This design comes from an exercise in tuning for small area and a short achievable clock period on the open sky130 flow, not from production work.
Only simulation tests tie the RTL to the original design; equivalence was not proved.
Power is estimated from default activity; no workload was simulated.

==> module gpu_add15, before the edit <==
module gpu_add15 (
    input [14:0] a,
    input [14:0] b,
    input cin,
    output [14:0] s
);
    reg [14:0] g, p, G, Pg;
    reg [14:0] sum;
    integer i, k, j;
    always @(*) begin
        p = a ^ b;
        g = a & b;
        G = g;
        Pg = p;
        G[0] = g[0] | (p[0] & cin);
        for (k = 0; k < 4; k = k + 1)
            for (i = 14; i >= 0; i = i - 1)
                if ((i >> k) & 1) begin
                    j = ((i >> k) << k) - 1;
                    G[i] = G[i] | (Pg[i] & G[j]);
                    Pg[i] = Pg[i] & Pg[j];
                end
        sum[0] = p[0] ^ cin;
        for (i = 1; i < 15; i = i + 1)
            sum[i] = p[i] ^ G[i - 1];
    end
    assign s = sum;
endmodule
==> module gpu, before the edit <==
module gpu (
    input clk,
    input rst,
    input [1:0] shape,
    input [23:0] color,
    input signed [11:0] x0,
    input signed [11:0] y0,
    input signed [11:0] x1,
    input signed [11:0] y1,
    input signed [11:0] x2,
    input signed [11:0] y2,
    input signed [11:0] cx,
    input signed [11:0] cy,
    input [11:0] radius,
    output [23:0] pixel,
    output reg [9:0] counterX,
    output reg [9:0] counterY,
    output reg terminated,
    output reg write_done
);
    reg [13:0] sc;
    wire sc_end = (sc == 14'd10000);
    always @(posedge clk) begin
        if (rst) begin
            sc <= 14'd0;
            write_done <= 1'b0;
            terminated <= 1'b0;
        end else begin
            sc <= sc_end ? 14'd1 : sc + 14'd1;
            if (sc_end) begin
                write_done <= 1'b1;
                if (write_done) terminated <= 1'b1;
            end
        end
    end
    wire x_last = (counterX == 10'd639);
    wire y_last = (counterY == 10'd479);
    wire [9:0] y_inc = counterY + 10'd1;
    always @(posedge clk) begin
        if (rst) begin
            counterX <= 10'd0;
            counterY <= 10'd0;
        end else if (write_done) begin
            if (x_last) begin
                counterX <= 10'd0;
                counterY <= y_last ? 10'd0 : y_inc;
            end else
                counterX <= counterX + 10'd1;
        end
    end
    wire start  = write_done ? (counterX == 10'd540) : (sc == 14'd9901);
    wire sample = start & (y_last | ~write_done);
    wire swap   = write_done ? x_last : sc_end;
    wire [9:0] lo, hi;
    gpu_span span (
        .clk(clk), .sample(sample), .start(start),
        .cy(counterY), .wrap(~write_done | y_last),
        .shape(shape), .x0(x0), .y0(y0), .x1(x1), .y1(y1), .x2(x2), .y2(y2),
        .ccx(cx), .ccy(cy), .radius(radius), .lo(lo), .hi(hi)
    );
    reg [9:0] Lc, Hc;
    always @(posedge clk)
        if (swap) begin
            Lc <= lo;
            Hc <= hi;
        end
    wire hit = (counterX >= Lc) & (counterX <= Hc);
    reg [23:0] colS, colA;
    always @(posedge clk) begin
        if (sample) colS <= color;
        if (write_done & (counterX == 10'd1) & (counterY == 10'd0)) colA <= colS;
    end
    reg h1, h2;
    always @(posedge clk) begin
        if (rst) begin
            h1 <= 1'b0;
            h2 <= 1'b0;
        end else begin
            h1 <= write_done & hit;
            h2 <= h1;
        end
    end
    assign pixel = h2 ? colA : 24'd0;
endmodule
clock: 11.0 ns
lec_check: 0
abc_area: 1
cap_margin: 20
core_margin: 2
core_utilization: 65
cts_buf_list: sky130_fd_sc_hd__clkbuf_8
cts_cluster_diameter: 60
cts_cluster_size: 14
slew_margin: 20
standard.sh (not shown) runs the stock make flow with config.mk's settings and CLKGATE_MAP_FILE= SYNTH_SCRIPT=/design/flow/synth_recipe.tcl, a recipe that flattens the netlist after the stock synthesis.
==> flow/flow/run.sh <==
#!/bin/bash
set -euo pipefail
export BUFFER_PORTS_ARGS="-buffer_cell sky130_fd_sc_hd__buf_1"
export SETUP_SLACK_MARGIN=7.5
bash standard.sh synth > synth.log 2>&1
bash standard.sh > layout.log 2>&1
Then changed:
--- a/flow/design.v
+++ b/flow/design.v
@@ -220,33 +220,31 @@
 module gpu_add15 (
     input [14:0] a,
     input [14:0] b,
     input cin,
     output [14:0] s
 );
-    reg [14:0] g, p, G, Pg;
-    reg [14:0] sum;
+    reg [14:0] p, G, Pg;
+    reg [15:0] c;
     integer i, k, j;
     always @(*) begin
         p = a ^ b;
-        g = a & b;
-        G = g;
+        G = a & b;
         Pg = p;
-        G[0] = g[0] | (p[0] & cin);
         for (k = 0; k < 4; k = k + 1)
             for (i = 14; i >= 0; i = i - 1)
                 if ((i >> k) & 1) begin
                     j = ((i >> k) << k) - 1;
                     G[i] = G[i] | (Pg[i] & G[j]);
                     Pg[i] = Pg[i] & Pg[j];
                 end
-        sum[0] = p[0] ^ cin;
-        for (i = 1; i < 15; i = i + 1)
-            sum[i] = p[i] ^ G[i - 1];
+        c[0] = cin;
+        for (i = 1; i < 16; i = i + 1)
+            c[i] = G[i - 1] | (Pg[i - 1] & cin);
     end
-    assign s = sum;
+    assign s = p ^ c[14:0];
 endmodule
 module gpu (
     input clk,
     input rst,
     input [1:0] shape,
     input [23:0] color,
@@ -256,49 +254,59 @@
     input signed [11:0] y1,
     input signed [11:0] x2,
     input signed [11:0] y2,
     input signed [11:0] cx,
     input signed [11:0] cy,
     input [11:0] radius,
-    output [23:0] pixel,
+    output reg [23:0] pixel,
     output reg [9:0] counterX,
     output reg [9:0] counterY,
     output reg terminated,
     output reg write_done
 );
     reg [13:0] sc;
-    wire sc_end = (sc == 14'd10000);
+    wire sc_end = (sc == 14'd1470);
+    wire [13:0] sc_step = {sc[12:0], sc[13] ^ sc[12] ^ sc[11] ^ sc[1]};
     always @(posedge clk) begin
         if (rst) begin
-            sc <= 14'd0;
+            sc <= 14'd1;
             write_done <= 1'b0;
             terminated <= 1'b0;
         end else begin
-            sc <= sc_end ? 14'd1 : sc + 14'd1;
+            sc <= sc_end ? 14'd2 : sc_step;
             if (sc_end) begin
                 write_done <= 1'b1;
                 if (write_done) terminated <= 1'b1;
             end
         end
     end
     wire x_last = (counterX == 10'd639);
     wire y_last = (counterY == 10'd479);
-    wire [9:0] y_inc = counterY + 10'd1;
+    wire [9:0] x_inc, y_inc;
+    assign x_inc[0] = ~counterX[0];
+    assign y_inc[0] = ~counterY[0];
+    genvar gi;
+    generate
+        for (gi = 1; gi < 10; gi = gi + 1) begin : inc
+            assign x_inc[gi] = counterX[gi] ^ (&counterX[gi - 1:0]);
+            assign y_inc[gi] = counterY[gi] ^ (&counterY[gi - 1:0]);
+        end
+    endgenerate
     always @(posedge clk) begin
         if (rst) begin
             counterX <= 10'd0;
             counterY <= 10'd0;
         end else if (write_done) begin
             if (x_last) begin
                 counterX <= 10'd0;
                 counterY <= y_last ? 10'd0 : y_inc;
             end else
-                counterX <= counterX + 10'd1;
+                counterX <= x_inc;
         end
     end
-    wire start  = write_done ? (counterX == 10'd540) : (sc == 14'd9901);
+    wire start  = write_done ? (counterX == 10'd540) : (sc == 14'd13895);
     wire sample = start & (y_last | ~write_done);
     wire swap   = write_done ? x_last : sc_end;
     wire [9:0] lo, hi;
     gpu_span span (
         .clk(clk), .sample(sample), .start(start),
         .cy(counterY), .wrap(~write_done | y_last),
@@ -312,20 +320,19 @@
             Hc <= hi;
         end
     wire hit = (counterX >= Lc) & (counterX <= Hc);
     reg [23:0] colS, colA;
     always @(posedge clk) begin
         if (sample) colS <= color;
-        if (write_done & (counterX == 10'd1) & (counterY == 10'd0)) colA <= colS;
+        if (write_done & (counterX == 10'd0) & (counterY == 10'd0)) colA <= colS;
     end
-    reg h1, h2;
+    reg h1;
     always @(posedge clk) begin
         if (rst) begin
             h1 <= 1'b0;
-            h2 <= 1'b0;
+            pixel <= 24'd0;
         end else begin
             h1 <= write_done & hit;
-            h2 <= h1;
+            pixel <= h1 ? colA : 24'd0;
         end
     end
-    assign pixel = h2 ? colA : 24'd0;
 endmodule
=>
- The new run finished with timing, DRC and antenna clean
- global-route usage shrinks by 0.86 points
- final area grows by 0.66%
- routed wire length is lower by 0.93%
- total power rises by 5.8%
- cell count is higher by 2.0%
- utilization shrinks by 1.9 points
- sequential share of layout area goes up by 2.0 points
- clock skew grows by 0.0091 ns
- critical path depth shrinks by 3
- die area climbs by 2.9%
- combinational power came out lower by 6.9%
- worst setup slack gains 0.16 ns

-- what the ideal ports hide --
In the flow no input, the clock included, has a driving cell. The finished layouts below were timed again as built, in two steps. Step 1: set_driving_cell puts a clkbuf_16 on clk and a buf_2 on each other input, an assumption about the parent block. Step 2 moves the port delays by t, midway between the first and last clock arrival at a register: inputs arrive t later, outputs are due t later. That takes back most of the time a late clock gives input paths. Slacks: no drivers / after step 1 / after step 2; pairs: no drivers / after step 1.
run | t (ns) | slack for setup (ns) | worst data-port slew with drivers (ns)
the first run | 0.643 | 7.393 / 7.343 / 7.078 | 0.05
the second run | 0.648 | 7.554 / 7.506 / 7.256 | 0.05
After both steps setup and hold are still met in every run listed. The setup slack of the first run, which loses most, moves by -0.050 ns with the drivers and by -0.315 ns with both steps.
